This is an optimization exercise on Yosys and OpenROAD, whose aim is small area, a short achievable clock period and few clock cycles, not a production implementation. In this exercise RTL edits were held to simulation tests only and were not proved equivalent to the original. Power is estimated from default activity; no workload was simulated.

`flow/flow/margin`:
```
7
```
`flow/flow/run.sh`:
```
#!/bin/bash
set -uo pipefail
MARGIN=$(cat flow/margin 2>/dev/null || echo 7)
bash standard.sh "SETUP_SLACK_MARGIN=$MARGIN" \
    "BUFFER_PORTS_ARGS=-buffer_cell sky130_fd_sc_hd__buf_1" finish > run_make.log 2>&1
status=$?
tail -5 run_make.log
exit $status
```
`flow/constraint.sdc`:
```
create_clock -name core_clock -period 10.0 [get_ports {clk}]
set_input_delay 2.0000 -clock core_clock [delete_from_list [all_inputs] [get_ports {clk}]]
set_output_delay 2.0000 -clock core_clock [all_outputs]
set_load 0.01 [all_outputs]
```
`flow/config.mk`:
```
export PLATFORM = sky130hd
export DESIGN_NAME = conv_engine
export DESIGN_NICKNAME = conv_engine
export VERILOG_FILES = /design/flow/design.v
export SDC_FILE = /design/flow/constraint.sdc
export NUM_CORES = 4
export LEC_CHECK = 0
export CAP_MARGIN = 20
export CORE_MARGIN = 2
export CORE_UTILIZATION = 40
export SLEW_MARGIN = 20
```
`flow/standard.sh`:
```
#!/bin/bash
# synth_recipe.tcl (not shown) runs the flow's synth.tcl, then flattens the netlist and writes it again
# the make line also repeats each setting of config.mk as NAME=value (left out here)
make -C /OpenROAD-flow-scripts/flow DESIGN_CONFIG=/design/flow/config.mk WORK_HOME=/design/flow/orfs CLKGATE_MAP_FILE= SYNTH_SCRIPT=/design/flow/synth_recipe.tcl "${@:-finish}"
```
`flow/design.v`:
```
module conv_engine(
    input         clk,
    input         reset,
    input         en_ctrl,
    output [15:0] s_addr,
    output [15:0] w_addr,
    output [15:0] b_addr,
    input  [7:0]  signal,
    input  [7:0]  weight,
    input  [7:0]  bias,
    output [15:0] save_addr,
    output [7:0]  convout,
    output        en_write,
    output        finish
);
    reg        go;           
    reg        done;         
    reg        stall;        
    reg [11:0] sa, wa;       
    reg [2:0]  j;            
    reg [1:0]  c;            
    reg [2:0]  r;            
    reg        inb;          
    reg        jend, rend;   
    reg [4:0]  o, y;         
    reg [3:0]  xp;
    reg        last_out;     
    wire p0n = (xp == 4'd0), p15n = (xp == 4'd15);
    wire y0 = (y == 5'd0), y1 = (y == 5'd1), y30 = (y == 5'd30), y31 = (y == 5'd31);
    reg p0, p15, ya, yb, y01;    
    always @(posedge clk) begin
        p0 <= p0n;
        p15 <= p15n;
        ya <= y0 | y31;
        yb <= y1 | y30;
        y01 <= y0 | y1;
    end
    wire [2:0] jpen = p0 ? 3'd3 : p15 ? 3'd2 : 3'd4;
    wire [2:0] rpen = ya ? 3'd1 : yb ? 3'd2 : 3'd3;
    wire cend = (c == 2'd2);
    wire last_pos = p15 & ya & ~y01;
    wire adv = go & ~done & ~stall;
    wire hold = ~inb & jend & cend & rend;
    wire inb_n  = adv ? hold : inb;
    wire jend_n = adv ? (~inb & (~jend ? (j == jpen) : (cend & rend))) : jend;
    wire cend_n = adv ? (~inb & (~jend ? cend : ~cend ? (c == 2'd1) : ~rend ? 1'b0 : 1'b1)) : cend;
    wire rend_n = adv ? (~inb & ((jend & cend & ~rend) ? (r == rpen) : rend)) : rend;
    wire last_out_n = lsb ? (o == 5'd30) : last_out;
    wire stall_n = (lsb & last_out) ? 1'b0 : (adv & inb & last_out) ? 1'b1 : stall;
    wire done_n = done | (adv & inb & last_out & last_pos);
    wire adv_n = en_ctrl & ~done_n & ~stall_n;
    reg a_inc, a_ch, a_row, a_back, a_pos;
    always @(posedge clk) begin
        if (reset) begin
            a_inc <= 1'b0;
            a_ch <= 1'b0;
            a_row <= 1'b0;
            a_back <= 1'b0;
            a_pos <= 1'b0;
        end else begin
            a_inc <= adv_n & ~inb_n & ~jend_n;
            a_ch <= adv_n & ~inb_n & jend_n & ~cend_n;
            a_row <= adv_n & ~inb_n & jend_n & cend_n & ~rend_n;
            a_back <= adv_n & inb_n & ~last_out_n;
            a_pos <= adv_n & inb_n & last_out_n;
        end
    end
    wire [11:0] ds, dw;
    assign ds = ({12{a_inc & (~p0 & ~p15)}} & 12'd3)
        | ({12{a_inc & (p0)}} & 12'd3)
        | ({12{a_inc & (p15)}} & 12'd3)
        | ({12{a_ch & (~p0 & ~p15)}} & 12'd4082)
        | ({12{a_ch & (p0)}} & 12'd4085)
        | ({12{a_ch & (p15)}} & 12'd4088)
        | ({12{a_row & (~p0 & ~p15)}} & 12'd79)
        | ({12{a_row & (p0)}} & 12'd82)
        | ({12{a_row & (p15)}} & 12'd85)
        | ({12{a_back & (~p0 & ~p15) & (ya)}} & 12'd3887)
        | ({12{a_back & (~p0 & ~p15) & (yb)}} & 12'd3791)
        | ({12{a_back & (~p0 & ~p15) & (~ya & ~yb)}} & 12'd3695)
        | ({12{a_back & (p0) & (ya)}} & 12'd3890)
        | ({12{a_back & (p0) & (yb)}} & 12'd3794)
        | ({12{a_back & (p0) & (~ya & ~yb)}} & 12'd3698)
        | ({12{a_back & (p15) & (ya)}} & 12'd3893)
        | ({12{a_back & (p15) & (yb)}} & 12'd3797)
        | ({12{a_back & (p15) & (~ya & ~yb)}} & 12'd3701)
        | ({12{a_pos & (~p0 & ~p15) & (ya)}} & 12'd3893)
        | ({12{a_pos & (~p0 & ~p15) & (yb)}} & 12'd3797)
        | ({12{a_pos & (~p0 & ~p15) & (~ya & ~yb)}} & 12'd3701)
        | ({12{a_pos & (p0) & (ya)}} & 12'd3893)
        | ({12{a_pos & (p0) & (yb)}} & 12'd3797)
        | ({12{a_pos & (p0) & (~ya & ~yb)}} & 12'd3701)
        | ({12{a_pos & (p15) & (~ya & ~yb)}} & 12'd3710)
        | ({12{a_pos & (p15) & (ya & y01)}} & 12'd3806)
        | ({12{a_pos & (p15) & (yb & y01)}} & 12'd3710)
        | ({12{a_pos & (p15) & (yb & ~y01)}} & 12'd3806);
    assign dw = ({12{a_inc & (~p0 & ~p15)}} & 12'd3)
        | ({12{a_inc & (p0)}} & 12'd3)
        | ({12{a_inc & (p15)}} & 12'd3)
        | ({12{a_ch & (~p0 & ~p15)}} & 12'd4082)
        | ({12{a_ch & (p0)}} & 12'd4085)
        | ({12{a_ch & (p15)}} & 12'd4088)
        | ({12{a_row & (~p0 & ~p15)}} & 12'd4094)
        | ({12{a_row & (p0)}} & 12'd1)
        | ({12{a_row & (p15)}} & 12'd4)
        | ({12{a_back & (~p0 & ~p15) & (ya)}} & 12'd28)
        | ({12{a_back & (~p0 & ~p15) & (yb)}} & 12'd13)
        | ({12{a_back & (~p0 & ~p15) & (~ya & ~yb)}} & 12'd4094)
        | ({12{a_back & (p0) & (ya)}} & 12'd31)
        | ({12{a_back & (p0) & (yb)}} & 12'd16)
        | ({12{a_back & (p0) & (~ya & ~yb)}} & 12'd1)
        | ({12{a_back & (p15) & (ya)}} & 12'd34)
        | ({12{a_back & (p15) & (yb)}} & 12'd19)
        | ({12{a_back & (p15) & (~ya & ~yb)}} & 12'd4)
        | ({12{a_pos & (~p0 & ~p15) & (ya)}} & 12'd1724)
        | ({12{a_pos & (~p0 & ~p15) & (yb)}} & 12'd1709)
        | ({12{a_pos & (~p0 & ~p15) & (~ya & ~yb)}} & 12'd1694)
        | ({12{a_pos & (p0) & (ya)}} & 12'd1724)
        | ({12{a_pos & (p0) & (yb)}} & 12'd1709)
        | ({12{a_pos & (p0) & (~ya & ~yb)}} & 12'd1694)
        | ({12{a_pos & (p15) & (~ya & ~yb)}} & 12'd1703)
        | ({12{a_pos & (p15) & (ya & y01)}} & 12'd1718)
        | ({12{a_pos & (p15) & (yb & y01)}} & 12'd1703)
        | ({12{a_pos & (p15) & (yb & ~y01)}} & 12'd1718);
    reg first1, b1, ga1, gb1, cinv1;
    reg first2, b2, first3, b3, b4, wr_en, lsb, fin;
    always @(posedge clk) begin
        if (reset) begin
            go <= 1'b0;
            done <= 1'b0;
            stall <= 1'b0;
            sa <= 12'd4093;
            wa <= 12'd33;
            j <= 3'd0;
            c <= 2'd0;
            r <= 3'd0;
            inb <= 1'b0;
            jend <= 1'b0;
            rend <= 1'b0;
        end else begin
            go <= en_ctrl;
            sa <= sa + ds;
            wa <= wa + dw;
            if (adv) begin
                if (inb) begin
                    inb <= 1'b0;
                    j <= 3'd0;
                    c <= 2'd0;
                    r <= 3'd0;
                    jend <= 1'b0;
                    rend <= 1'b0;
                    if (last_out) begin
                        stall <= 1'b1;
                        if (last_pos) done <= 1'b1;
                    end
                end else if (~jend) begin
                    j <= j + 3'd1;
                    jend <= (j == jpen);
                end else if (~cend) begin
                    j <= 3'd0;
                    c <= c + 2'd1;
                    jend <= 1'b0;
                end else if (~rend) begin
                    j <= 3'd0;
                    c <= 2'd0;
                    r <= r + 3'd1;
                    jend <= 1'b0;
                    rend <= (r == rpen);
                end else begin
                    inb <= 1'b1;
                end
            end
            if (lsb & last_out) stall <= 1'b0;
        end
    end
    always @(posedge clk) begin
        if (reset) begin
            o <= 5'd0;
            xp <= 4'd0;
            y <= 5'd0;
            last_out <= 1'b0;
        end else if (lsb) begin
            o <= o + 5'd1;
            last_out <= (o == 5'd30);
            if (last_out) begin
                xp <= xp + 4'd1;
                if (p15n) y <= y + 5'd1;
            end
        end
    end
    always @(posedge clk) begin
        if (reset) begin
            first1 <= 1'b0;
            b1 <= 1'b0;
            ga1 <= 1'b0;
            gb1 <= 1'b1;
            cinv1 <= 1'b0;
            first2 <= 1'b0;
            b2 <= 1'b0;
            first3 <= 1'b0;
            b3 <= 1'b0;
            b4 <= 1'b0;
            wr_en <= 1'b0;
            lsb <= 1'b0;
            fin <= 1'b0;
        end else begin
            first1 <= adv & ~inb & (j == 3'd0) & (c == 2'd0) & (r == 3'd0);
            b1 <= adv & inb;
            ga1 <= jend & ~p15;
            gb1 <= ~adv | inb | (j == 3'd0);
            cinv1 <= p0n & (j == 3'd0);
            first2 <= first1;
            b2 <= b1;
            first3 <= first2;
            b3 <= b2;
            b4 <= b3;
            wr_en <= b3 | b4;
            lsb <= b4;
            if (b4 & last_out & last_pos) fin <= 1'b1;
        end
    end
    reg  [7:0]  sr;               
    reg  [3:0]  onea, twoa, nega;    
    reg  [3:0]  oneb, twob, negb;    
    wire [7:0]  wd = b1 ? 8'd64 : ga1 ? 8'd0 : weight;
    always @(posedge clk) begin
        sr <= b1 ? bias : cinv1 ? 8'd0 : signal;
        onea <= {wd[6] ^ wd[5], wd[4] ^ wd[3], wd[2] ^ wd[1], wd[0]};
        twoa <= {(wd[7] & ~wd[6] & ~wd[5]) | (~wd[7] & wd[6] & wd[5]),
                 (wd[5] & ~wd[4] & ~wd[3]) | (~wd[5] & wd[4] & wd[3]),
                 (wd[3] & ~wd[2] & ~wd[1]) | (~wd[3] & wd[2] & wd[1]),
                 (wd[1] & ~wd[0])};
        nega <= {wd[7], wd[5], wd[3], wd[1]};
        oneb <= b1 ? 4'b1000 : gb1 ? 4'b0000 : onea;
        twob <= (b1 | gb1) ? 4'b0000 : twoa;
        negb <= (b1 | gb1) ? 4'b0000 : nega;
    end
    wire [9:0]  sx = {{2{sr[7]}}, sr};
    wire [10:0] sx2 = {sx, 1'b0};
    wire [8:0] ea0;
    assign ea0[0] = ((onea[0] & sx[0]) | (twoa[0] & sx2[0])) ^ nega[0];
    assign ea0[1] = ((onea[0] & sx[1]) | (twoa[0] & sx2[1])) ^ nega[0];
    assign ea0[2] = ((onea[0] & sx[2]) | (twoa[0] & sx2[2])) ^ nega[0];
    assign ea0[3] = ((onea[0] & sx[3]) | (twoa[0] & sx2[3])) ^ nega[0];
    assign ea0[4] = ((onea[0] & sx[4]) | (twoa[0] & sx2[4])) ^ nega[0];
    assign ea0[5] = ((onea[0] & sx[5]) | (twoa[0] & sx2[5])) ^ nega[0];
    assign ea0[6] = ((onea[0] & sx[6]) | (twoa[0] & sx2[6])) ^ nega[0];
    assign ea0[7] = ((onea[0] & sx[7]) | (twoa[0] & sx2[7])) ^ nega[0];
    assign ea0[8] = ((onea[0] & sx[8]) | (twoa[0] & sx2[8])) ^ nega[0];
    wire [8:0] ea1;
    assign ea1[0] = ((onea[1] & sx[0]) | (twoa[1] & sx2[0])) ^ nega[1];
    assign ea1[1] = ((onea[1] & sx[1]) | (twoa[1] & sx2[1])) ^ nega[1];
    assign ea1[2] = ((onea[1] & sx[2]) | (twoa[1] & sx2[2])) ^ nega[1];
    assign ea1[3] = ((onea[1] & sx[3]) | (twoa[1] & sx2[3])) ^ nega[1];
    assign ea1[4] = ((onea[1] & sx[4]) | (twoa[1] & sx2[4])) ^ nega[1];
    assign ea1[5] = ((onea[1] & sx[5]) | (twoa[1] & sx2[5])) ^ nega[1];
    assign ea1[6] = ((onea[1] & sx[6]) | (twoa[1] & sx2[6])) ^ nega[1];
    assign ea1[7] = ((onea[1] & sx[7]) | (twoa[1] & sx2[7])) ^ nega[1];
    assign ea1[8] = ((onea[1] & sx[8]) | (twoa[1] & sx2[8])) ^ nega[1];
    wire [8:0] ea2;
    assign ea2[0] = ((onea[2] & sx[0]) | (twoa[2] & sx2[0])) ^ nega[2];
    assign ea2[1] = ((onea[2] & sx[1]) | (twoa[2] & sx2[1])) ^ nega[2];
    assign ea2[2] = ((onea[2] & sx[2]) | (twoa[2] & sx2[2])) ^ nega[2];
    assign ea2[3] = ((onea[2] & sx[3]) | (twoa[2] & sx2[3])) ^ nega[2];
    assign ea2[4] = ((onea[2] & sx[4]) | (twoa[2] & sx2[4])) ^ nega[2];
    assign ea2[5] = ((onea[2] & sx[5]) | (twoa[2] & sx2[5])) ^ nega[2];
    assign ea2[6] = ((onea[2] & sx[6]) | (twoa[2] & sx2[6])) ^ nega[2];
    assign ea2[7] = ((onea[2] & sx[7]) | (twoa[2] & sx2[7])) ^ nega[2];
    assign ea2[8] = ((onea[2] & sx[8]) | (twoa[2] & sx2[8])) ^ nega[2];
    wire [8:0] ea3;
    assign ea3[0] = ((onea[3] & sx[0]) | (twoa[3] & sx2[0])) ^ nega[3];
    assign ea3[1] = ((onea[3] & sx[1]) | (twoa[3] & sx2[1])) ^ nega[3];
    assign ea3[2] = ((onea[3] & sx[2]) | (twoa[3] & sx2[2])) ^ nega[3];
    assign ea3[3] = ((onea[3] & sx[3]) | (twoa[3] & sx2[3])) ^ nega[3];
    assign ea3[4] = ((onea[3] & sx[4]) | (twoa[3] & sx2[4])) ^ nega[3];
    assign ea3[5] = ((onea[3] & sx[5]) | (twoa[3] & sx2[5])) ^ nega[3];
    assign ea3[6] = ((onea[3] & sx[6]) | (twoa[3] & sx2[6])) ^ nega[3];
    assign ea3[7] = ((onea[3] & sx[7]) | (twoa[3] & sx2[7])) ^ nega[3];
    assign ea3[8] = ((onea[3] & sx[8]) | (twoa[3] & sx2[8])) ^ nega[3];
    reg  [17:0] Sa, Ca;
    wire [17:0] Sag = first2 ? 18'd0 : Sa;
    wire [17:0] Cag = first2 ? 18'd0 : Ca;
    wire fas0 = nega[0] ^ Sag[0] ^ ea0[0];
    wire fac0 = (nega[0] & Sag[0]) | (nega[0] & ea0[0]) | (Sag[0] & ea0[0]);
    wire fas1 = Sag[1] ^ Cag[1] ^ ea0[1];
    wire fac1 = (Sag[1] & Cag[1]) | (Sag[1] & ea0[1]) | (Cag[1] & ea0[1]);
    wire fas2 = nega[1] ^ Sag[2] ^ Cag[2];
    wire fac2 = (nega[1] & Sag[2]) | (nega[1] & Cag[2]) | (Sag[2] & Cag[2]);
    wire fas3 = ea0[2] ^ ea1[0] ^ fas2;
    wire fac3 = (ea0[2] & ea1[0]) | (ea0[2] & fas2) | (ea1[0] & fas2);
    wire fas4 = Sag[3] ^ Cag[3] ^ ea0[3];
    wire fac4 = (Sag[3] & Cag[3]) | (Sag[3] & ea0[3]) | (Cag[3] & ea0[3]);
    wire fas5 = ea1[1] ^ fac2 ^ fas4;
    wire fac5 = (ea1[1] & fac2) | (ea1[1] & fas4) | (fac2 & fas4);
    wire fas6 = nega[2] ^ Sag[4] ^ Cag[4];
    wire fac6 = (nega[2] & Sag[4]) | (nega[2] & Cag[4]) | (Sag[4] & Cag[4]);
    wire fas7 = ea0[4] ^ ea1[2] ^ ea2[0];
    wire fac7 = (ea0[4] & ea1[2]) | (ea0[4] & ea2[0]) | (ea1[2] & ea2[0]);
    wire fas8 = fas6 ^ fac4 ^ fas7;
    wire fac8 = (fas6 & fac4) | (fas6 & fas7) | (fac4 & fas7);
    wire fas9 = Sag[5] ^ Cag[5] ^ ea0[5];
    wire fac9 = (Sag[5] & Cag[5]) | (Sag[5] & ea0[5]) | (Cag[5] & ea0[5]);
    wire fas10 = ea1[3] ^ ea2[1] ^ fac6;
    wire fac10 = (ea1[3] & ea2[1]) | (ea1[3] & fac6) | (ea2[1] & fac6);
    wire fas11 = fac7 ^ fas9 ^ fas10;
    wire fac11 = (fac7 & fas9) | (fac7 & fas10) | (fas9 & fas10);
    wire fas12 = nega[3] ^ Sag[6] ^ Cag[6];
    wire fac12 = (nega[3] & Sag[6]) | (nega[3] & Cag[6]) | (Sag[6] & Cag[6]);
    wire fas13 = ea0[6] ^ ea1[4] ^ ea2[2];
    wire fac13 = (ea0[6] & ea1[4]) | (ea0[6] & ea2[2]) | (ea1[4] & ea2[2]);
    wire fas14 = ea3[0] ^ fas12 ^ fac9;
    wire fac14 = (ea3[0] & fas12) | (ea3[0] & fac9) | (fas12 & fac9);
    wire fas15 = fas13 ^ fac10 ^ fas14;
    wire fac15 = (fas13 & fac10) | (fas13 & fas14) | (fac10 & fas14);
    wire fas16 = Sag[7] ^ Cag[7] ^ ea0[7];
    wire fac16 = (Sag[7] & Cag[7]) | (Sag[7] & ea0[7]) | (Cag[7] & ea0[7]);
    wire fas17 = ea1[5] ^ ea2[3] ^ ea3[1];
    wire fac17 = (ea1[5] & ea2[3]) | (ea1[5] & ea3[1]) | (ea2[3] & ea3[1]);
    wire fas18 = fac12 ^ fac13 ^ fas16;
    wire fac18 = (fac12 & fac13) | (fac12 & fas16) | (fac13 & fas16);
    wire fas19 = fas17 ^ fac14 ^ fas18;
    wire fac19 = (fas17 & fac14) | (fas17 & fas18) | (fac14 & fas18);
    wire fas20 = ~(Sag[8] ^ Cag[8]);
    wire fac20 = Sag[8] | Cag[8];
    wire fas21 = ~ea0[8] ^ ea1[6] ^ ea2[4];
    wire fac21 = (~ea0[8] & ea1[6]) | (~ea0[8] & ea2[4]) | (ea1[6] & ea2[4]);
    wire fas22 = ea3[2] ^ fas20 ^ fac16;
    wire fac22 = (ea3[2] & fas20) | (ea3[2] & fac16) | (fas20 & fac16);
    wire fas23 = fac17 ^ fas21 ^ fac18;
    wire fac23 = (fac17 & fas21) | (fac17 & fac18) | (fas21 & fac18);
    wire fas24 = fas22 ^ fac19 ^ fas23;
    wire fac24 = (fas22 & fac19) | (fas22 & fas23) | (fac19 & fas23);
    wire fas25 = ~(Sag[9] ^ Cag[9]);
    wire fac25 = Sag[9] | Cag[9];
    wire fas26 = ea1[7] ^ ea2[5] ^ ea3[3];
    wire fac26 = (ea1[7] & ea2[5]) | (ea1[7] & ea3[3]) | (ea2[5] & ea3[3]);
    wire fas27 = fac20 ^ fas25 ^ fac21;
    wire fac27 = (fac20 & fas25) | (fac20 & fac21) | (fas25 & fac21);
    wire fas28 = fas26 ^ fac22 ^ fas27;
    wire fac28 = (fas26 & fac22) | (fas26 & fas27) | (fac22 & fas27);
    wire fas29 = fac23 ^ fas28 ^ fac24;
    wire fac29 = (fac23 & fas28) | (fac23 & fac24) | (fas28 & fac24);
    wire fas30 = Sag[10] ^ Cag[10] ^ ~ea1[8];
    wire fac30 = (Sag[10] & Cag[10]) | (Sag[10] & ~ea1[8]) | (Cag[10] & ~ea1[8]);
    wire fas31 = ea2[6] ^ ea3[4] ^ fac25;
    wire fac31 = (ea2[6] & ea3[4]) | (ea2[6] & fac25) | (ea3[4] & fac25);
    wire fas32 = fac26 ^ fas30 ^ fas31;
    wire fac32 = (fac26 & fas30) | (fac26 & fas31) | (fas30 & fas31);
    wire fas33 = fac27 ^ fas32 ^ fac28;
    wire fac33 = (fac27 & fas32) | (fac27 & fac28) | (fas32 & fac28);
    wire fas34 = ~(Sag[11] ^ Cag[11]);
    wire fac34 = Sag[11] | Cag[11];
    wire fas35 = ea2[7] ^ ea3[5] ^ fas34;
    wire fac35 = (ea2[7] & ea3[5]) | (ea2[7] & fas34) | (ea3[5] & fas34);
    wire fas36 = fac30 ^ fac31 ^ fas35;
    wire fac36 = (fac30 & fac31) | (fac30 & fas35) | (fac31 & fas35);
    wire fas37 = fac32 ^ fas36 ^ fac33;
    wire fac37 = (fac32 & fas36) | (fac32 & fac33) | (fas36 & fac33);
    wire fas38 = Sag[12] ^ Cag[12] ^ ~ea2[8];
    wire fac38 = (Sag[12] & Cag[12]) | (Sag[12] & ~ea2[8]) | (Cag[12] & ~ea2[8]);
    wire fas39 = ea3[6] ^ fac34 ^ fas38;
    wire fac39 = (ea3[6] & fac34) | (ea3[6] & fas38) | (fac34 & fas38);
    wire fas40 = fac35 ^ fas39 ^ fac36;
    wire fac40 = (fac35 & fas39) | (fac35 & fac36) | (fas39 & fac36);
    wire fas41 = ~(Sag[13] ^ Cag[13]);
    wire fac41 = Sag[13] | Cag[13];
    wire fas42 = ea3[7] ^ fas41 ^ fac38;
    wire fac42 = (ea3[7] & fas41) | (ea3[7] & fac38) | (fas41 & fac38);
    wire fas43 = fac39 ^ fas42 ^ fac40;
    wire fac43 = (fac39 & fas42) | (fac39 & fac40) | (fas42 & fac40);
    wire fas44 = Sag[14] ^ Cag[14] ^ ~ea3[8];
    wire fac44 = (Sag[14] & Cag[14]) | (Sag[14] & ~ea3[8]) | (Cag[14] & ~ea3[8]);
    wire fas45 = fac41 ^ fas44 ^ fac42;
    wire fac45 = (fac41 & fas44) | (fac41 & fac42) | (fas44 & fac42);
    wire fas46 = ~(Sag[15] ^ Cag[15]);
    wire fac46 = Sag[15] | Cag[15];
    wire fas47 = fas46 ^ fac44 ^ fac45;
    wire fac47 = (fas46 & fac44) | (fas46 & fac45) | (fac44 & fac45);
    wire fas48 = ~(Sag[16] ^ Cag[16]);
    wire fac48 = Sag[16] | Cag[16];
    wire fas49 = fac46 ^ fas48 ^ fac47;
    wire fac49 = (fac46 & fas48) | (fac46 & fac47) | (fas48 & fac47);
    wire fas50 = ~(Sag[17] ^ Cag[17]);
    wire fac50 = Sag[17] | Cag[17];
    wire fas51 = fac48 ^ fas50 ^ fac49;
    wire fac51 = (fac48 & fas50) | (fac48 & fac49) | (fas50 & fac49);
    always @(posedge clk) begin
        Sa <= {fas51, fas49, fas47, fac43, fas43, fac37, fas37, fac29, fas29, fas24, fac15, fac11, fac8, fac5, fac3, fac1, fac0, fas0};
        Ca <= {1'b0, 1'b0, 1'b0, fas45, 1'b0, fas40, 1'b0, fas33, 1'b0, 1'b0, fas19, fas15, fas11, fas8, fas5, fas3, fas1, 1'b0};
    end
    wire [8:0] eb0;
    assign eb0[0] = ((oneb[0] & sx[0]) | (twob[0] & sx2[0])) ^ negb[0];
    assign eb0[1] = ((oneb[0] & sx[1]) | (twob[0] & sx2[1])) ^ negb[0];
    assign eb0[2] = ((oneb[0] & sx[2]) | (twob[0] & sx2[2])) ^ negb[0];
    assign eb0[3] = ((oneb[0] & sx[3]) | (twob[0] & sx2[3])) ^ negb[0];
    assign eb0[4] = ((oneb[0] & sx[4]) | (twob[0] & sx2[4])) ^ negb[0];
    assign eb0[5] = ((oneb[0] & sx[5]) | (twob[0] & sx2[5])) ^ negb[0];
    assign eb0[6] = ((oneb[0] & sx[6]) | (twob[0] & sx2[6])) ^ negb[0];
    assign eb0[7] = ((oneb[0] & sx[7]) | (twob[0] & sx2[7])) ^ negb[0];
    assign eb0[8] = ((oneb[0] & sx[8]) | (twob[0] & sx2[8])) ^ negb[0];
    wire [8:0] eb1;
    assign eb1[0] = ((oneb[1] & sx[0]) | (twob[1] & sx2[0])) ^ negb[1];
    assign eb1[1] = ((oneb[1] & sx[1]) | (twob[1] & sx2[1])) ^ negb[1];
    assign eb1[2] = ((oneb[1] & sx[2]) | (twob[1] & sx2[2])) ^ negb[1];
    assign eb1[3] = ((oneb[1] & sx[3]) | (twob[1] & sx2[3])) ^ negb[1];
    assign eb1[4] = ((oneb[1] & sx[4]) | (twob[1] & sx2[4])) ^ negb[1];
    assign eb1[5] = ((oneb[1] & sx[5]) | (twob[1] & sx2[5])) ^ negb[1];
    assign eb1[6] = ((oneb[1] & sx[6]) | (twob[1] & sx2[6])) ^ negb[1];
    assign eb1[7] = ((oneb[1] & sx[7]) | (twob[1] & sx2[7])) ^ negb[1];
    assign eb1[8] = ((oneb[1] & sx[8]) | (twob[1] & sx2[8])) ^ negb[1];
    wire [8:0] eb2;
    assign eb2[0] = ((oneb[2] & sx[0]) | (twob[2] & sx2[0])) ^ negb[2];
    assign eb2[1] = ((oneb[2] & sx[1]) | (twob[2] & sx2[1])) ^ negb[2];
    assign eb2[2] = ((oneb[2] & sx[2]) | (twob[2] & sx2[2])) ^ negb[2];
    assign eb2[3] = ((oneb[2] & sx[3]) | (twob[2] & sx2[3])) ^ negb[2];
    assign eb2[4] = ((oneb[2] & sx[4]) | (twob[2] & sx2[4])) ^ negb[2];
    assign eb2[5] = ((oneb[2] & sx[5]) | (twob[2] & sx2[5])) ^ negb[2];
    assign eb2[6] = ((oneb[2] & sx[6]) | (twob[2] & sx2[6])) ^ negb[2];
    assign eb2[7] = ((oneb[2] & sx[7]) | (twob[2] & sx2[7])) ^ negb[2];
    assign eb2[8] = ((oneb[2] & sx[8]) | (twob[2] & sx2[8])) ^ negb[2];
    wire [8:0] eb3;
    assign eb3[0] = ((oneb[3] & sx[0]) | (twob[3] & sx2[0])) ^ negb[3];
    assign eb3[1] = ((oneb[3] & sx[1]) | (twob[3] & sx2[1])) ^ negb[3];
    assign eb3[2] = ((oneb[3] & sx[2]) | (twob[3] & sx2[2])) ^ negb[3];
    assign eb3[3] = ((oneb[3] & sx[3]) | (twob[3] & sx2[3])) ^ negb[3];
    assign eb3[4] = ((oneb[3] & sx[4]) | (twob[3] & sx2[4])) ^ negb[3];
    assign eb3[5] = ((oneb[3] & sx[5]) | (twob[3] & sx2[5])) ^ negb[3];
    assign eb3[6] = ((oneb[3] & sx[6]) | (twob[3] & sx2[6])) ^ negb[3];
    assign eb3[7] = ((oneb[3] & sx[7]) | (twob[3] & sx2[7])) ^ negb[3];
    assign eb3[8] = ((oneb[3] & sx[8]) | (twob[3] & sx2[8])) ^ negb[3];
    reg  [17:0] Sb, Cb;
    wire [17:0] Sbg = first3 ? 18'd0 : Sb;
    wire [17:0] Cbg = first3 ? 18'd0 : Cb;
    wire fbs0 = negb[0] ^ Sbg[0] ^ eb0[0];
    wire fbc0 = (negb[0] & Sbg[0]) | (negb[0] & eb0[0]) | (Sbg[0] & eb0[0]);
    wire fbs1 = Sbg[1] ^ Cbg[1] ^ eb0[1];
    wire fbc1 = (Sbg[1] & Cbg[1]) | (Sbg[1] & eb0[1]) | (Cbg[1] & eb0[1]);
    wire fbs2 = negb[1] ^ Sbg[2] ^ Cbg[2];
    wire fbc2 = (negb[1] & Sbg[2]) | (negb[1] & Cbg[2]) | (Sbg[2] & Cbg[2]);
    wire fbs3 = eb0[2] ^ eb1[0] ^ fbs2;
    wire fbc3 = (eb0[2] & eb1[0]) | (eb0[2] & fbs2) | (eb1[0] & fbs2);
    wire fbs4 = Sbg[3] ^ Cbg[3] ^ eb0[3];
    wire fbc4 = (Sbg[3] & Cbg[3]) | (Sbg[3] & eb0[3]) | (Cbg[3] & eb0[3]);
    wire fbs5 = eb1[1] ^ fbc2 ^ fbs4;
    wire fbc5 = (eb1[1] & fbc2) | (eb1[1] & fbs4) | (fbc2 & fbs4);
    wire fbs6 = negb[2] ^ Sbg[4] ^ Cbg[4];
    wire fbc6 = (negb[2] & Sbg[4]) | (negb[2] & Cbg[4]) | (Sbg[4] & Cbg[4]);
    wire fbs7 = eb0[4] ^ eb1[2] ^ eb2[0];
    wire fbc7 = (eb0[4] & eb1[2]) | (eb0[4] & eb2[0]) | (eb1[2] & eb2[0]);
    wire fbs8 = fbs6 ^ fbc4 ^ fbs7;
    wire fbc8 = (fbs6 & fbc4) | (fbs6 & fbs7) | (fbc4 & fbs7);
    wire fbs9 = Sbg[5] ^ Cbg[5] ^ eb0[5];
    wire fbc9 = (Sbg[5] & Cbg[5]) | (Sbg[5] & eb0[5]) | (Cbg[5] & eb0[5]);
    wire fbs10 = eb1[3] ^ eb2[1] ^ fbc6;
    wire fbc10 = (eb1[3] & eb2[1]) | (eb1[3] & fbc6) | (eb2[1] & fbc6);
    wire fbs11 = fbc7 ^ fbs9 ^ fbs10;
    wire fbc11 = (fbc7 & fbs9) | (fbc7 & fbs10) | (fbs9 & fbs10);
    wire fbs12 = negb[3] ^ Sbg[6] ^ Cbg[6];
    wire fbc12 = (negb[3] & Sbg[6]) | (negb[3] & Cbg[6]) | (Sbg[6] & Cbg[6]);
    wire fbs13 = eb0[6] ^ eb1[4] ^ eb2[2];
    wire fbc13 = (eb0[6] & eb1[4]) | (eb0[6] & eb2[2]) | (eb1[4] & eb2[2]);
    wire fbs14 = eb3[0] ^ fbs12 ^ fbc9;
    wire fbc14 = (eb3[0] & fbs12) | (eb3[0] & fbc9) | (fbs12 & fbc9);
    wire fbs15 = fbs13 ^ fbc10 ^ fbs14;
    wire fbc15 = (fbs13 & fbc10) | (fbs13 & fbs14) | (fbc10 & fbs14);
    wire fbs16 = Sbg[7] ^ Cbg[7] ^ eb0[7];
    wire fbc16 = (Sbg[7] & Cbg[7]) | (Sbg[7] & eb0[7]) | (Cbg[7] & eb0[7]);
    wire fbs17 = eb1[5] ^ eb2[3] ^ eb3[1];
    wire fbc17 = (eb1[5] & eb2[3]) | (eb1[5] & eb3[1]) | (eb2[3] & eb3[1]);
    wire fbs18 = fbc12 ^ fbc13 ^ fbs16;
    wire fbc18 = (fbc12 & fbc13) | (fbc12 & fbs16) | (fbc13 & fbs16);
    wire fbs19 = fbs17 ^ fbc14 ^ fbs18;
    wire fbc19 = (fbs17 & fbc14) | (fbs17 & fbs18) | (fbc14 & fbs18);
    wire fbs20 = ~(Sbg[8] ^ Cbg[8]);
    wire fbc20 = Sbg[8] | Cbg[8];
    wire fbs21 = ~eb0[8] ^ eb1[6] ^ eb2[4];
    wire fbc21 = (~eb0[8] & eb1[6]) | (~eb0[8] & eb2[4]) | (eb1[6] & eb2[4]);
    wire fbs22 = eb3[2] ^ fbs20 ^ fbc16;
    wire fbc22 = (eb3[2] & fbs20) | (eb3[2] & fbc16) | (fbs20 & fbc16);
    wire fbs23 = fbc17 ^ fbs21 ^ fbc18;
    wire fbc23 = (fbc17 & fbs21) | (fbc17 & fbc18) | (fbs21 & fbc18);
    wire fbs24 = fbs22 ^ fbc19 ^ fbs23;
    wire fbc24 = (fbs22 & fbc19) | (fbs22 & fbs23) | (fbc19 & fbs23);
    wire fbs25 = ~(Sbg[9] ^ Cbg[9]);
    wire fbc25 = Sbg[9] | Cbg[9];
    wire fbs26 = eb1[7] ^ eb2[5] ^ eb3[3];
    wire fbc26 = (eb1[7] & eb2[5]) | (eb1[7] & eb3[3]) | (eb2[5] & eb3[3]);
    wire fbs27 = fbc20 ^ fbs25 ^ fbc21;
    wire fbc27 = (fbc20 & fbs25) | (fbc20 & fbc21) | (fbs25 & fbc21);
    wire fbs28 = fbs26 ^ fbc22 ^ fbs27;
    wire fbc28 = (fbs26 & fbc22) | (fbs26 & fbs27) | (fbc22 & fbs27);
    wire fbs29 = fbc23 ^ fbs28 ^ fbc24;
    wire fbc29 = (fbc23 & fbs28) | (fbc23 & fbc24) | (fbs28 & fbc24);
    wire fbs30 = Sbg[10] ^ Cbg[10] ^ ~eb1[8];
    wire fbc30 = (Sbg[10] & Cbg[10]) | (Sbg[10] & ~eb1[8]) | (Cbg[10] & ~eb1[8]);
    wire fbs31 = eb2[6] ^ eb3[4] ^ fbc25;
    wire fbc31 = (eb2[6] & eb3[4]) | (eb2[6] & fbc25) | (eb3[4] & fbc25);
    wire fbs32 = fbc26 ^ fbs30 ^ fbs31;
    wire fbc32 = (fbc26 & fbs30) | (fbc26 & fbs31) | (fbs30 & fbs31);
    wire fbs33 = fbc27 ^ fbs32 ^ fbc28;
    wire fbc33 = (fbc27 & fbs32) | (fbc27 & fbc28) | (fbs32 & fbc28);
    wire fbs34 = ~(Sbg[11] ^ Cbg[11]);
    wire fbc34 = Sbg[11] | Cbg[11];
    wire fbs35 = eb2[7] ^ eb3[5] ^ fbs34;
    wire fbc35 = (eb2[7] & eb3[5]) | (eb2[7] & fbs34) | (eb3[5] & fbs34);
    wire fbs36 = fbc30 ^ fbc31 ^ fbs35;
    wire fbc36 = (fbc30 & fbc31) | (fbc30 & fbs35) | (fbc31 & fbs35);
    wire fbs37 = fbc32 ^ fbs36 ^ fbc33;
    wire fbc37 = (fbc32 & fbs36) | (fbc32 & fbc33) | (fbs36 & fbc33);
    wire fbs38 = Sbg[12] ^ Cbg[12] ^ ~eb2[8];
    wire fbc38 = (Sbg[12] & Cbg[12]) | (Sbg[12] & ~eb2[8]) | (Cbg[12] & ~eb2[8]);
    wire fbs39 = eb3[6] ^ fbc34 ^ fbs38;
    wire fbc39 = (eb3[6] & fbc34) | (eb3[6] & fbs38) | (fbc34 & fbs38);
    wire fbs40 = fbc35 ^ fbs39 ^ fbc36;
    wire fbc40 = (fbc35 & fbs39) | (fbc35 & fbc36) | (fbs39 & fbc36);
    wire fbs41 = ~(Sbg[13] ^ Cbg[13]);
    wire fbc41 = Sbg[13] | Cbg[13];
    wire fbs42 = eb3[7] ^ fbs41 ^ fbc38;
    wire fbc42 = (eb3[7] & fbs41) | (eb3[7] & fbc38) | (fbs41 & fbc38);
    wire fbs43 = fbc39 ^ fbs42 ^ fbc40;
    wire fbc43 = (fbc39 & fbs42) | (fbc39 & fbc40) | (fbs42 & fbc40);
    wire fbs44 = Sbg[14] ^ Cbg[14] ^ ~eb3[8];
    wire fbc44 = (Sbg[14] & Cbg[14]) | (Sbg[14] & ~eb3[8]) | (Cbg[14] & ~eb3[8]);
    wire fbs45 = fbc41 ^ fbs44 ^ fbc42;
    wire fbc45 = (fbc41 & fbs44) | (fbc41 & fbc42) | (fbs44 & fbc42);
    wire fbs46 = ~(Sbg[15] ^ Cbg[15]);
    wire fbc46 = Sbg[15] | Cbg[15];
    wire fbs47 = fbs46 ^ fbc44 ^ fbc45;
    wire fbc47 = (fbs46 & fbc44) | (fbs46 & fbc45) | (fbc44 & fbc45);
    wire fbs48 = ~(Sbg[16] ^ Cbg[16]);
    wire fbc48 = Sbg[16] | Cbg[16];
    wire fbs49 = fbc46 ^ fbs48 ^ fbc47;
    wire fbc49 = (fbc46 & fbs48) | (fbc46 & fbc47) | (fbs48 & fbc47);
    wire fbs50 = ~(Sbg[17] ^ Cbg[17]);
    wire fbc50 = Sbg[17] | Cbg[17];
    wire fbs51 = fbc48 ^ fbs50 ^ fbc49;
    wire fbc51 = (fbc48 & fbs50) | (fbc48 & fbc49) | (fbs50 & fbc49);
    always @(posedge clk) begin
        Sb <= {fbs51, fbs49, fbs47, fbc43, fbs43, fbc37, fbs37, fbc29, fbs29, fbs24, fbc15, fbc11, fbc8, fbc5, fbc3, fbc1, fbc0, fbs0};
        Cb <= {1'b0, 1'b0, 1'b0, fbs45, 1'b0, fbs40, 1'b0, fbs33, 1'b0, 1'b0, fbs19, fbs15, fbs11, fbs8, fbs5, fbs3, fbs1, 1'b0};
    end
    wire [17:0] acc = b3 ? (Sa + Ca) : (Sb + Cb);
    wire [8:0]  t = acc[17:9];
    reg  [7:0]  cout_r;
    always @(posedge clk)
        cout_r <= (t[8] != t[7]) ? {t[8], {7{~t[8]}}} : t[7:0];
    assign s_addr = {4'd0, sa};
    assign w_addr = {4'd0, wa};
    assign b_addr = {11'd0, o};
    assign save_addr = {1'b0, y, xp, lsb, o};
    assign convout = cout_r;
    assign en_write = wr_en;
    assign finish = fin;
endmodule
```
==> results of run 1 <==
per-stage QoR:
stage,worst slack [ns],instances,util [%],hold slack [ns],power [mW]
floorplan,6.96,1230,-,0.414,1.94
global route,6.92,1667,47.0,0.462,3.32
CTS,6.94,1638,45.1,0.440,3.02
finish,6.99,1667,47.0,0.436,3.00
global placement,6.57,1593,41.8,0.435,2.23
detailed placement,6.43,1593,41.8,0.427,2.27
flip-flops by register name (all words and copies together), names as in the netlist, 5 cells and up:
name and cells:
cout_r 8, sr 8, Sb 18, o 5, sa 12, y 5
Ca 10, Sa 18, wa 12, Cb 10
worst reg2reg max path: cells and delay by family (launching register included):
kind | cells | cell delay (ns)
AO/OA/AOI/OAI | 1 | 0.23
buffers and inverters | 3 | 0.17
flip-flops | 1 | 0.37
XOR/XNOR | 1 | 0.19
adder cells (fa/ha/maj) | 5 | 1.86
layout make-up:
cell class	count	area, um^2	area share (%)
Clock buffer	19	453	3.49
Clock inverter	12	183	1.41
Inverter	133	507	3.90
Multi-Input combinational cell	829	7120	54.8
Sequential cell	172	3570	27.5
Tap cell	378	473	3.64
Timing Repair Buffer	123	666	5.13
Timing Repair inverter	1	7.51	0.0578
synthesized netlist by cell type (40+ instances only):
| cell | count |
|---|---|
| dfxtp_1 | 172 |
| inv_1 | 130 |
| fa_1 | 88 |
| nor2_1 | 76 |
| xnor2_1 | 76 |
| clkbuf_1 | 65 |
| a22oi_1 | 57 |
| nand2_1 | 56 |
| a21oi_1 | 54 |
| ha_1 | 52 |
| nand2b_1 | 45 |
| xor2_1 | 42 |
| o21ai_0 | 40 |
layer usage:
layer / part of all wire (%) / vias to the layer above / routed length, um
li1: - / 4050 / -
met4: 1.8 / 0 / 454
met5: 0 / - / 0
met1: 47 / 3940 / 11500
met2: 48 / 172 / 11700
met3: 3.9 / 28 / 946
power breakdown:
| group | switching [mW] | total [mW] | internal (mW) |
|---|---|---|---|
| registers | 0.120 | 0.978 | 0.858 |
| logic | 0.715 | 1.29 | 0.580 |
| clock network | 0.292 | 0.725 | 0.433 |
cell usage in the layout, fill, tap and decap left out, types with 20 or more instances in the layout:
master	netlist	final
inv_1	130	126
dfxtp_1	172	118
fa_1	88	83
xnor2_1	76	75
nor2_1	76	71
nand2_1	56	54
buf_1	4	54
a22oi_1	57	52
ha_1	52	49
a21oi_1	54	44
nand2b_1	45	42
xor2_1	42	40
nor2b_1	39	37
buf_4	27	36
o21ai_0	40	33
dfxtp_2	0	29
dfxtp_4	0	25
conb_1	1	20
logic make-up after synthesis:
| kind of cell | after synthesis | share of synthesized area, % |
|---|---|---|
| simple gates | 315 | 14.8 |
| other cells | 1 | 0.0336 |
| buf+inv | 229 | 8.62 |
| xor+xnor | 118 | 9.27 |
| fa+ha+maj | 144 | 22.0 |
| flops | 172 | 30.9 |
| compound gates | 221 | 13.4 |
| mux | 11 | 1.07 |
worst paths after layout:
kind / start / end / slack [ns] / depth (start not counted)
max: wa[2]$_SDFF_PP0_ / w_addr[2] / 6.99 / 1
min: first1$_SDFF_PP0_ / first2$_SDFF_PP0_ / 0.44 / 1
max reg2reg: oneb[0]$_SDFF_PP0_ / Sb[9]$_DFF_P_ / 7.07 / 10
min reg2reg: first1$_SDFF_PP0_ / first2$_SDFF_PP0_ / 0.44 / 1
timing repair:
item	4_1_cts	5_1_grt
buffers inserted	13	29
setup endpoints to repair	53	47
resized for setup	85	98
cloned	1	0
endpoints found under the hold margin	0	0
pin swaps	4	36
==> impl_results.md, run 1 <==
* Status: complete, no violations
* CP Launch Type: flip-flop
* N_diodes at 0
* Clock Skew at 0.0135 ns
* Highest Clock Rate at 0.332 GHz
* Chip width at 171 um
* Clk root buf: clkbuf_16
* Antenna violations before repair at 0
* Post-CTS Hold Buffers at 0
* DR iter-0 viols at 410
* Antenna-violating nets left at 0
* Total track usage at 17.1%
* Initial Util at 40.4%
* First-pass DRT Iterations at 5
* Worst VDD drop at 0.106 mV
* YS warnings at 1
* H-tree levels at 4
* # setup viols final at 0
* Vias per inst at a little under 5
* Die Ht at between 150 and 200 um
* Met1 Usage GRT at 23.0%
* Slew margin rel. at 54.4%
* DRC viols at 0
* Die Area at around 29,000 um^2
* DP Area at 11,600 um^2
* IO Port Bufs at 80
* Syn avg cell area at 9.21 um^2
* Top delay family on crit path: flip-flops
* Hold Crit Class: flip-flop to flip-flop
* Clock Tree Buf Depth at 2
* Worst-Margin Slew at 0.683 ns
* Top cells by area, synth: dfxtp_1, fa_1, xnor2_1, ha_1, inv_1
* P&R area growth vs syn at 16.4%
* Predominant post-synthesis flop cell: dfxtp_1
* Core area at 27,600 um^2
* Number of buffers created by CTS at 17
* Fin area at 13,000 um^2
* Crit path kind: flip-flop to primary output
* Buf/Inv on CP at 1
* M3 GR Usage at 2.85%
* Worst EP required at 8.00 ns
* Fillers at 2,697
* Share of layout cells above drive strength 1 at 18.5%
* I/O pin total at 101
* Register area share after synthesis at a little under a third
* Worst Setup End Kind: primary output
* RSZ-0062 raised after global routing: yes
* Max-Cap Viols at 0
* Final TNS setup at 0 ns
* Final Hold Viols at 0
* Clk sinks at 172
* Drt total wl at roughly 25 mm
* Row count at 61
* DR WL/cell at 14.7 um
* Post-Synthesis Cells at 1,211
* TritonCTS clock tree: built
* Final Max Slew Viols at 0
* Post-DP HPWL at between 15 and 20 mm
* Mapped Area at 11,200 um^2
* Crit path time final at 3.01 ns
* First-pass GRT wire length at approximately 40 mm
* Async SR Flop Fraction at 0%
* Via Count at 8,190
* Number of global-route vias before repair at around 8k
* Largest net degree at the start of global routing at around 50
* Post-synth top area share at 30.9%
* LEAKAGE at around 5.6 nW
* Critical Path Max Stage Delay at 0.41 ns
* GR met2 Demand/Resource at 28.1%
* CP max FO at 2
* Period utilisation layout at 30.1%
* Most Crowded Layer GR: met2
* PwrDens at 231 nW/um^2
* Worst-Skew Late Latency at around 0.44 ns
* Arrival time worst endpoint at 1.01 ns
* Synthesized flop and latch total at 172
* Slowest cell on the critical path: dfxtp_1
* Final net count at 1,444
* GP Congestion at 0.851
* CP Cell Sequence: buf_1
* Remaining global-route overflow at 0
* Library cells used by synthesis at 71
* Clock-pin slew on the worst setup and hold paths at 0.07 ns
* Area leader, netlist: dfxtp_1
* Post-synth EDFFs at 0
Testbench counts, summed over its fixed seeds: cycles 4,181,571.
==> run 2, diff against run 1 <==
--- a/flow/design.v
+++ b/flow/design.v
@@ -26,15 +26,6 @@
     reg [3:0]  xp;
     reg        last_out;     
-    wire p0n = (xp == 4'd0), p15n = (xp == 4'd15);
-    wire y0 = (y == 5'd0), y1 = (y == 5'd1), y30 = (y == 5'd30), y31 = (y == 5'd31);
     reg p0, p15, ya, yb, y01;    
-    always @(posedge clk) begin
-        p0 <= p0n;
-        p15 <= p15n;
-        ya <= y0 | y31;
-        yb <= y1 | y30;
-        y01 <= y0 | y1;
-    end
-    wire [2:0] jpen = p0 ? 3'd3 : p15 ? 3'd2 : 3'd4;
+    wire [2:0] jpen = (p0 | p15) ? 3'd2 : 3'd4;
     wire [2:0] rpen = ya ? 3'd1 : yb ? 3'd2 : 3'd3;
     wire cend = (c == 2'd2);
@@ -46,6 +37,6 @@
     wire cend_n = adv ? (~inb & (~jend ? cend : ~cend ? (c == 2'd1) : ~rend ? 1'b0 : 1'b1)) : cend;
     wire rend_n = adv ? (~inb & ((jend & cend & ~rend) ? (r == rpen) : rend)) : rend;
-    wire last_out_n = lsb ? (o == 5'd30) : last_out;
-    wire stall_n = (lsb & last_out) ? 1'b0 : (adv & inb & last_out) ? 1'b1 : stall;
+    wire last_out_n = w2 ? (o == 5'd30) : last_out;
+    wire stall_n = (w2 & last_out) ? 1'b0 : (adv & inb & last_out) ? 1'b1 : stall;
     wire done_n = done | (adv & inb & last_out & last_pos);
     wire adv_n = en_ctrl & ~done_n & ~stall_n;
@@ -68,18 +59,18 @@
     wire [11:0] ds, dw;
     assign ds = ({12{a_inc & (~p0 & ~p15)}} & 12'd3)
-        | ({12{a_inc & (p0)}} & 12'd3)
+        | ({12{a_inc & (p0)}} & 12'd4093)
         | ({12{a_inc & (p15)}} & 12'd3)
         | ({12{a_ch & (~p0 & ~p15)}} & 12'd4082)
-        | ({12{a_ch & (p0)}} & 12'd4085)
+        | ({12{a_ch & (p0)}} & 12'd10)
         | ({12{a_ch & (p15)}} & 12'd4088)
         | ({12{a_row & (~p0 & ~p15)}} & 12'd79)
-        | ({12{a_row & (p0)}} & 12'd82)
+        | ({12{a_row & (p0)}} & 12'd103)
         | ({12{a_row & (p15)}} & 12'd85)
         | ({12{a_back & (~p0 & ~p15) & (ya)}} & 12'd3887)
         | ({12{a_back & (~p0 & ~p15) & (yb)}} & 12'd3791)
         | ({12{a_back & (~p0 & ~p15) & (~ya & ~yb)}} & 12'd3695)
-        | ({12{a_back & (p0) & (ya)}} & 12'd3890)
-        | ({12{a_back & (p0) & (yb)}} & 12'd3794)
-        | ({12{a_back & (p0) & (~ya & ~yb)}} & 12'd3698)
+        | ({12{a_back & (p0) & (ya)}} & 12'd3911)
+        | ({12{a_back & (p0) & (yb)}} & 12'd3815)
+        | ({12{a_back & (p0) & (~ya & ~yb)}} & 12'd3719)
         | ({12{a_back & (p15) & (ya)}} & 12'd3893)
         | ({12{a_back & (p15) & (yb)}} & 12'd3797)
@@ -88,26 +79,26 @@
         | ({12{a_pos & (~p0 & ~p15) & (yb)}} & 12'd3797)
         | ({12{a_pos & (~p0 & ~p15) & (~ya & ~yb)}} & 12'd3701)
-        | ({12{a_pos & (p0) & (ya)}} & 12'd3893)
-        | ({12{a_pos & (p0) & (yb)}} & 12'd3797)
-        | ({12{a_pos & (p0) & (~ya & ~yb)}} & 12'd3701)
-        | ({12{a_pos & (p15) & (~ya & ~yb)}} & 12'd3710)
-        | ({12{a_pos & (p15) & (ya & y01)}} & 12'd3806)
-        | ({12{a_pos & (p15) & (yb & y01)}} & 12'd3710)
-        | ({12{a_pos & (p15) & (yb & ~y01)}} & 12'd3806);
+        | ({12{a_pos & (p0) & (ya)}} & 12'd3902)
+        | ({12{a_pos & (p0) & (yb)}} & 12'd3806)
+        | ({12{a_pos & (p0) & (~ya & ~yb)}} & 12'd3710)
+        | ({12{a_pos & (p15) & (~ya & ~yb)}} & 12'd3722)
+        | ({12{a_pos & (p15) & (ya & y01)}} & 12'd3818)
+        | ({12{a_pos & (p15) & (yb & y01)}} & 12'd3722)
+        | ({12{a_pos & (p15) & (yb & ~y01)}} & 12'd3818);
     assign dw = ({12{a_inc & (~p0 & ~p15)}} & 12'd3)
-        | ({12{a_inc & (p0)}} & 12'd3)
+        | ({12{a_inc & (p0)}} & 12'd4093)
         | ({12{a_inc & (p15)}} & 12'd3)
         | ({12{a_ch & (~p0 & ~p15)}} & 12'd4082)
-        | ({12{a_ch & (p0)}} & 12'd4085)
+        | ({12{a_ch & (p0)}} & 12'd10)
         | ({12{a_ch & (p15)}} & 12'd4088)
         | ({12{a_row & (~p0 & ~p15)}} & 12'd4094)
-        | ({12{a_row & (p0)}} & 12'd1)
+        | ({12{a_row & (p0)}} & 12'd22)
         | ({12{a_row & (p15)}} & 12'd4)
         | ({12{a_back & (~p0 & ~p15) & (ya)}} & 12'd28)
         | ({12{a_back & (~p0 & ~p15) & (yb)}} & 12'd13)
         | ({12{a_back & (~p0 & ~p15) & (~ya & ~yb)}} & 12'd4094)
-        | ({12{a_back & (p0) & (ya)}} & 12'd31)
-        | ({12{a_back & (p0) & (yb)}} & 12'd16)
-        | ({12{a_back & (p0) & (~ya & ~yb)}} & 12'd1)
+        | ({12{a_back & (p0) & (ya)}} & 12'd52)
+        | ({12{a_back & (p0) & (yb)}} & 12'd37)
+        | ({12{a_back & (p0) & (~ya & ~yb)}} & 12'd22)
         | ({12{a_back & (p15) & (ya)}} & 12'd34)
         | ({12{a_back & (p15) & (yb)}} & 12'd19)
@@ -116,13 +107,13 @@
         | ({12{a_pos & (~p0 & ~p15) & (yb)}} & 12'd1709)
         | ({12{a_pos & (~p0 & ~p15) & (~ya & ~yb)}} & 12'd1694)
-        | ({12{a_pos & (p0) & (ya)}} & 12'd1724)
-        | ({12{a_pos & (p0) & (yb)}} & 12'd1709)
-        | ({12{a_pos & (p0) & (~ya & ~yb)}} & 12'd1694)
-        | ({12{a_pos & (p15) & (~ya & ~yb)}} & 12'd1703)
-        | ({12{a_pos & (p15) & (ya & y01)}} & 12'd1718)
-        | ({12{a_pos & (p15) & (yb & y01)}} & 12'd1703)
-        | ({12{a_pos & (p15) & (yb & ~y01)}} & 12'd1718);
-    reg first1, b1, ga1, gb1, cinv1;
-    reg first2, b2, first3, b3, b4, wr_en, lsb, fin;
+        | ({12{a_pos & (p0) & (ya)}} & 12'd1736)
+        | ({12{a_pos & (p0) & (yb)}} & 12'd1721)
+        | ({12{a_pos & (p0) & (~ya & ~yb)}} & 12'd1706)
+        | ({12{a_pos & (p15) & (~ya & ~yb)}} & 12'd1712)
+        | ({12{a_pos & (p15) & (ya & y01)}} & 12'd1727)
+        | ({12{a_pos & (p15) & (yb & y01)}} & 12'd1712)
+        | ({12{a_pos & (p15) & (yb & ~y01)}} & 12'd1727);
+    reg first1, b1, ga1, gb1;
+    reg first2, b2, first3, b3, b4, wr_en, w2, lsb, fin;
     always @(posedge clk) begin
         if (reset) begin
@@ -130,6 +121,6 @@
             done <= 1'b0;
             stall <= 1'b0;
-            sa <= 12'd4093;
-            wa <= 12'd33;
+            sa <= 12'd9;
+            wa <= 12'd42;
             j <= 3'd0;
             c <= 2'd0;
@@ -171,5 +162,5 @@
                 end
             end
-            if (lsb & last_out) stall <= 1'b0;
+            if (w2 & last_out) stall <= 1'b0;
         end
     end
@@ -179,11 +170,23 @@
             xp <= 4'd0;
             y <= 5'd0;
+            p0 <= 1'b1;
+            p15 <= 1'b0;
+            ya <= 1'b1;
+            yb <= 1'b0;
+            y01 <= 1'b1;
             last_out <= 1'b0;
-        end else if (lsb) begin
+        end else if (w2) begin
             o <= o + 5'd1;
             last_out <= (o == 5'd30);
             if (last_out) begin
                 xp <= xp + 4'd1;
-                if (p15n) y <= y + 5'd1;
+                p0 <= p15;
+                p15 <= (xp == 4'd14);
+                if (p15) begin
+                    y <= y + 5'd1;
+                    ya <= (y == 5'd30);
+                    yb <= (y == 5'd0) | (y == 5'd29);
+                    y01 <= (y == 5'd0);
+                end
             end
         end
@@ -195,5 +198,4 @@
             ga1 <= 1'b0;
             gb1 <= 1'b1;
-            cinv1 <= 1'b0;
             first2 <= 1'b0;
             b2 <= 1'b0;
@@ -202,4 +204,5 @@
             b4 <= 1'b0;
             wr_en <= 1'b0;
+            w2 <= 1'b0;
             lsb <= 1'b0;
             fin <= 1'b0;
@@ -207,7 +210,6 @@
             first1 <= adv & ~inb & (j == 3'd0) & (c == 2'd0) & (r == 3'd0);
             b1 <= adv & inb;
-            ga1 <= jend & ~p15;
+            ga1 <= jend & ~p15 & ~p0;
             gb1 <= ~adv | inb | (j == 3'd0);
-            cinv1 <= p0n & (j == 3'd0);
             first2 <= first1;
             b2 <= b1;
@@ -216,5 +218,6 @@
             b4 <= b3;
             wr_en <= b3 | b4;
-            lsb <= b4;
+            w2 <= b4;
+            lsb <= p0 ? b3 : b4;
             if (b4 & last_out & last_pos) fin <= 1'b1;
         end
@@ -225,5 +228,5 @@
     wire [7:0]  wd = b1 ? 8'd64 : ga1 ? 8'd0 : weight;
     always @(posedge clk) begin
-        sr <= b1 ? bias : cinv1 ? 8'd0 : signal;
+        sr <= b1 ? bias : signal;
         onea <= {wd[6] ^ wd[5], wd[4] ^ wd[3], wd[2] ^ wd[1], wd[0]};
         twoa <= {(wd[7] & ~wd[6] & ~wd[5]) | (~wd[7] & wd[6] & wd[5]),
--- a/flow/config.mk
+++ b/flow/config.mk
@@ -9,3 +9,5 @@
 export CORE_MARGIN = 2
 export CORE_UTILIZATION = 40
+export CTS_CLUSTER_DIAMETER = 200
+export CTS_CLUSTER_SIZE = 50
 export SLEW_MARGIN = 20
==> impl_results.md, run 2 <==
* RSZ-0062 raised after global routing: yes
* Number of buffers created by CTS at 17 (unchanged)
* DR iter-0 viols at 436 (+6.3%)
* Antenna-violating nets left at 0 (unchanged)
* Most common library cells after synthesis: dfxtp_1, inv_1, nor2_1
* Vias per inst at 4.87 (-0.94%)
* Biggest regs: Sa: 18 flops, Sb: 18 flops
* H-tree levels at 4 (unchanged)
* Final TNS setup at 0 ns (unchanged)
* PwrDens at 228 nW/um^2 (-1.1%)
* Die Area at 29,200 um^2 (about the same)
* Predominant post-synthesis flop cell: dfxtp_1
* Place WS at 6.22 ns (-0.206 ns)
* PnR worst setup slack at 7.01 ns (+0.0207 ns)
* Syn avg cell area at 9.26 um^2 (+0.55%)
* Worst hold stages at 1 (unchanged)
* Arrival time worst endpoint at 3.29 ns (+2.28 ns)
* Initial Util at 40.4% (about the same)
* DRC viols at 0 (unchanged)
* Remaining global-route overflow at 0 (unchanged)
* Crit path time final at 2.99 ns (-0.0207 ns)
* Highest Clock Rate at 0.335 GHz (+0.69%)
* Final Hold Viols at 0 (unchanged)
* Library cells used by synthesis at 62 (-13%)
* Post-synth EDFFs at 0 (unchanged)
* Total track usage at 16.4% (-0.70 points)
* Reg2Reg Setup Slack at 7.01 ns (-0.06 ns)
* Post-CTS Hold Buffers at 0 (unchanged)
* Core area at 27,600 um^2 (unchanged)
* Row count at 61 (unchanged)
* Slew margin rel. at 46.5% (-7.9 points)
* Via Count at 8,084 (-1.3%)
* Final Max Slew Viols at 0 (unchanged)
* Reg2Reg Depth at 15 (+5)
* GP Congestion at 0.846 (-0.65%)
* Post-synth top area share at 30.9% (about the same)
* N_diodes at 0 (unchanged)
* Worst-Skew Late Latency at 0.43 ns (about the same)
* First-pass GRT wire length at 38.8 mm (-3.2%)
* P&R area growth vs syn at 16.0%
* Final net count at 1,437 (-0.48%)
* DR WL/cell at 14.1 um (-4.2%)
* Worst VDD drop at 0.144 mV (+36%)
* Clock Skew at 0.0128 ns (-0.000703 ns)
* Crit path kind: flip-flop to flip-flop
* Drt total wl at 23.4 mm (-4.5%)
* Mapped Area at 11,100 um^2 (about the same)
* Share of layout cells above drive strength 1 at 19.4% (+0.94 points)
* # setup viols final at 0 (unchanged)
* Clk root buf: clkbuf_16
* Number of global-route vias before repair at 8,041 (-0.26%)
* Status: complete, no violations
* Most common cell in the netlist: dfxtp_1
* Worst EP required at 10.30 ns (+2.30 ns)
* Die Ht at 171 um (about the same)
* Worst Setup End Kind: flip-flop
* IO Port Bufs at 80 (unchanged)
* I/O pin total at 101 (unchanged)
* LEAKAGE at 5.47 nW (-2.4%)
* CP max FO at 6 (+4)
* RR Startpoint: p15$_SDFFE_PP0P_
* Hold Slack at 0.435 ns (-0.00138 ns)
* Chip width at 171 um (about the same)
* Worst-Margin Slew at 0.801 ns (+0.118 ns)
* Clk sinks at 172 (unchanged)
* Top cells by area, synth: dfxtp_1, fa_1, xnor2_1, ha_1, inv_1
* Post-Synthesis Cells at 1,204 (-0.58%)
* Clock Tree Buf Depth at 2 (unchanged)
* Commonest non-fill, non-tap cells in the layout: dfxtp_1, inv_1, xnor2_1
* Hold EP: first2$_SDFF_PP0_
* Total Power at 2.95 mW (-1.4%)
* Max-Cap Viols at 0 (unchanged)
* First-pass DRT Iterations at 5 (unchanged)
* Largest net degree at the start of global routing at 69 (+41%)
* Critical R2R Capture: wa[11]$_SDFF_PP0_
* Period utilisation layout at 29.9% (-0.21 points)
* Async SR Flop Fraction at 0% (unchanged)
* Antenna violations before repair at 0 (unchanged)
* HP Start: first1$_SDFF_PP0_
* Hold Crit Class: flip-flop to flip-flop
* Register area share after synthesis at 30.9% (about the same)
* Area leader, netlist: dfxtp_1
* Clock-pin slew on the worst setup and hold paths at 0.07 ns (about the same)
* Placed insts at 1,582 (-0.69%)
* TritonCTS clock tree: built
* Final cell count without fillers at 1,661 (-0.36%)
* CP Launch Type: flip-flop
* YS warnings at 1 (unchanged)
* Synthesized flop and latch total at 172 (unchanged)
* Commonest non-fill, non-tap cell in the layout: dfxtp_1
* Post-DP HPWL at 16.4 mm (-3.0%)
==> run 2: report_power, final <==
part	internal, mW	switching [mW]	leakage, nW	total (mW)
registers	0.862	0.117	1.44	0.979
clock network	0.373	0.294	0.284	0.667
logic	0.583	0.726	3.75	1.31
total	1.82	1.14	5.47	2.95
==> run 2: area by class of cell <==
| type | instances | area [um^2] |
|---|---|---|
| Clock buffer | 21 | 480 |
| Clock inverter | 11 | 109 |
| Fill cell | 2664 | 14700 |
| Inverter | 124 | 470 |
| Multi-Input combinational cell | 827 | 7130 |
| Sequential cell | 172 | 3570 |
| Tap cell | 378 | 473 |
| Timing Repair Buffer | 128 | 703 |
==> run 2: worst max path at each step <==
stage | depth (start not counted) | endpoint | slack (ns) | from
floorplan | 16 | wa[10]$_SDFF_PP0_ | 6.97 | p0$_SDFFE_PP1P_
CTS | 14 | wa[11]$_SDFF_PP0_ | 6.88 | p15$_SDFFE_PP0P_
detailed placement | 13 | wa[11]$_SDFF_PP0_ | 6.22 | p0$_SDFFE_PP1P_
global route | 16 | wa[10]$_SDFF_PP0_ | 6.84 | p15$_SDFFE_PP0P_
global placement | 14 | wa[11]$_SDFF_PP0_ | 6.28 | p0$_SDFFE_PP1P_
finish | 15 | wa[11]$_SDFF_PP0_ | 7.01 | p15$_SDFFE_PP0P_
==> run 2: worst max-delay path, cell delays in order (launching register included) <==
cell	delay (ns)
dfxtp_4	0.40
buf_6	0.13
nand2b_4	0.08
nand2_2	0.07
a21oi_1	0.08
or3_4	0.42
ha_4	0.22
a21o_1	0.18
a21oi_2	0.16
o21bai_2	0.12
a2111oi_4	0.39
o31ai_2	0.14
a21o_1	0.18
a21oi_2	0.13
xnor2_1	0.12
nor2_1	0.05
==> run 2: kinds of logic (layout without fill, tap and decap cells) <==
kind of cell,after synthesis,after routing,share of synthesized area [%]
compound gates,204,204,12.3
xor+xnor,129,129,10.2
fa+ha+maj,146,146,22.2
buf+inv,224,284,8.42
flops,172,172,30.9
mux,16,16,1.69
other cells,1,20,0.0336
simple gates,312,312,14.2
==> run 2: layer usage <==
| layer | wire, um | track usage (%) |
|---|---|---|
| met5 | 0 | 0 |
| met4 | 362 | 4.27 |
| met3 | 787 | 2.57 |
| met2 | 11800 | 28.7 |
| met1 | 10500 | 21.0 |
==> run 2: what timing repair did <==
action / 4_1_cts / 5_1_grt
setup buffers: 10 / 37
endpoints found under the setup margin: 54 / 49
resized for setup: 73 / 93
pin swaps: 5 / 45
==> run 2: stage by stage <==
step | utilization (%) | cell area, um^2
finish | 46.8 | 12900
detailed placement | 41.8 | 11600
global placement | 41.8 | 11600
CTS | 44.8 | 12400
global route | 46.8 | 12900
floorplan | - | 11300
Testbench counts of run 2, summed over its fixed seeds: cycles 4,137,219.

-- static timing again, ports no longer ideal --
The results above use ideal ports. As a check the final layouts listed here were re-extracted and re-timed, cells and wires unchanged. Step 1 sets driving cells, clkbuf_16 on the clock port and buf_2 on the other inputs (assumed; they add their load-dependent delay and slew). Step 2 adds t to the input delays and takes it off the output delays; t is the mean of the earliest and latest rising clock arrival at the registers after step 1. Input paths then give back, and output paths get back, about the clock's delay inside the block. Three values: ideal ports, drivers, drivers and shift; two values: the first two.
run | shift t [ns] | slack for setup (ns) | clock arrival spread, ns | worst slew at a driven data input, ns
run 1 | 0.476 | 6.992 / 6.946 / 6.793 | 0.014 / 0.015 | 0.03
run 2 | 0.474 | 7.013 / 6.979 / 6.711 | 0.016 / 0.016 | 0.03
After both steps every run listed still meets setup and hold. For run 2, which loses most, drivers alone change the setup slack by -0.034 ns; drivers and shift together by -0.302 ns.
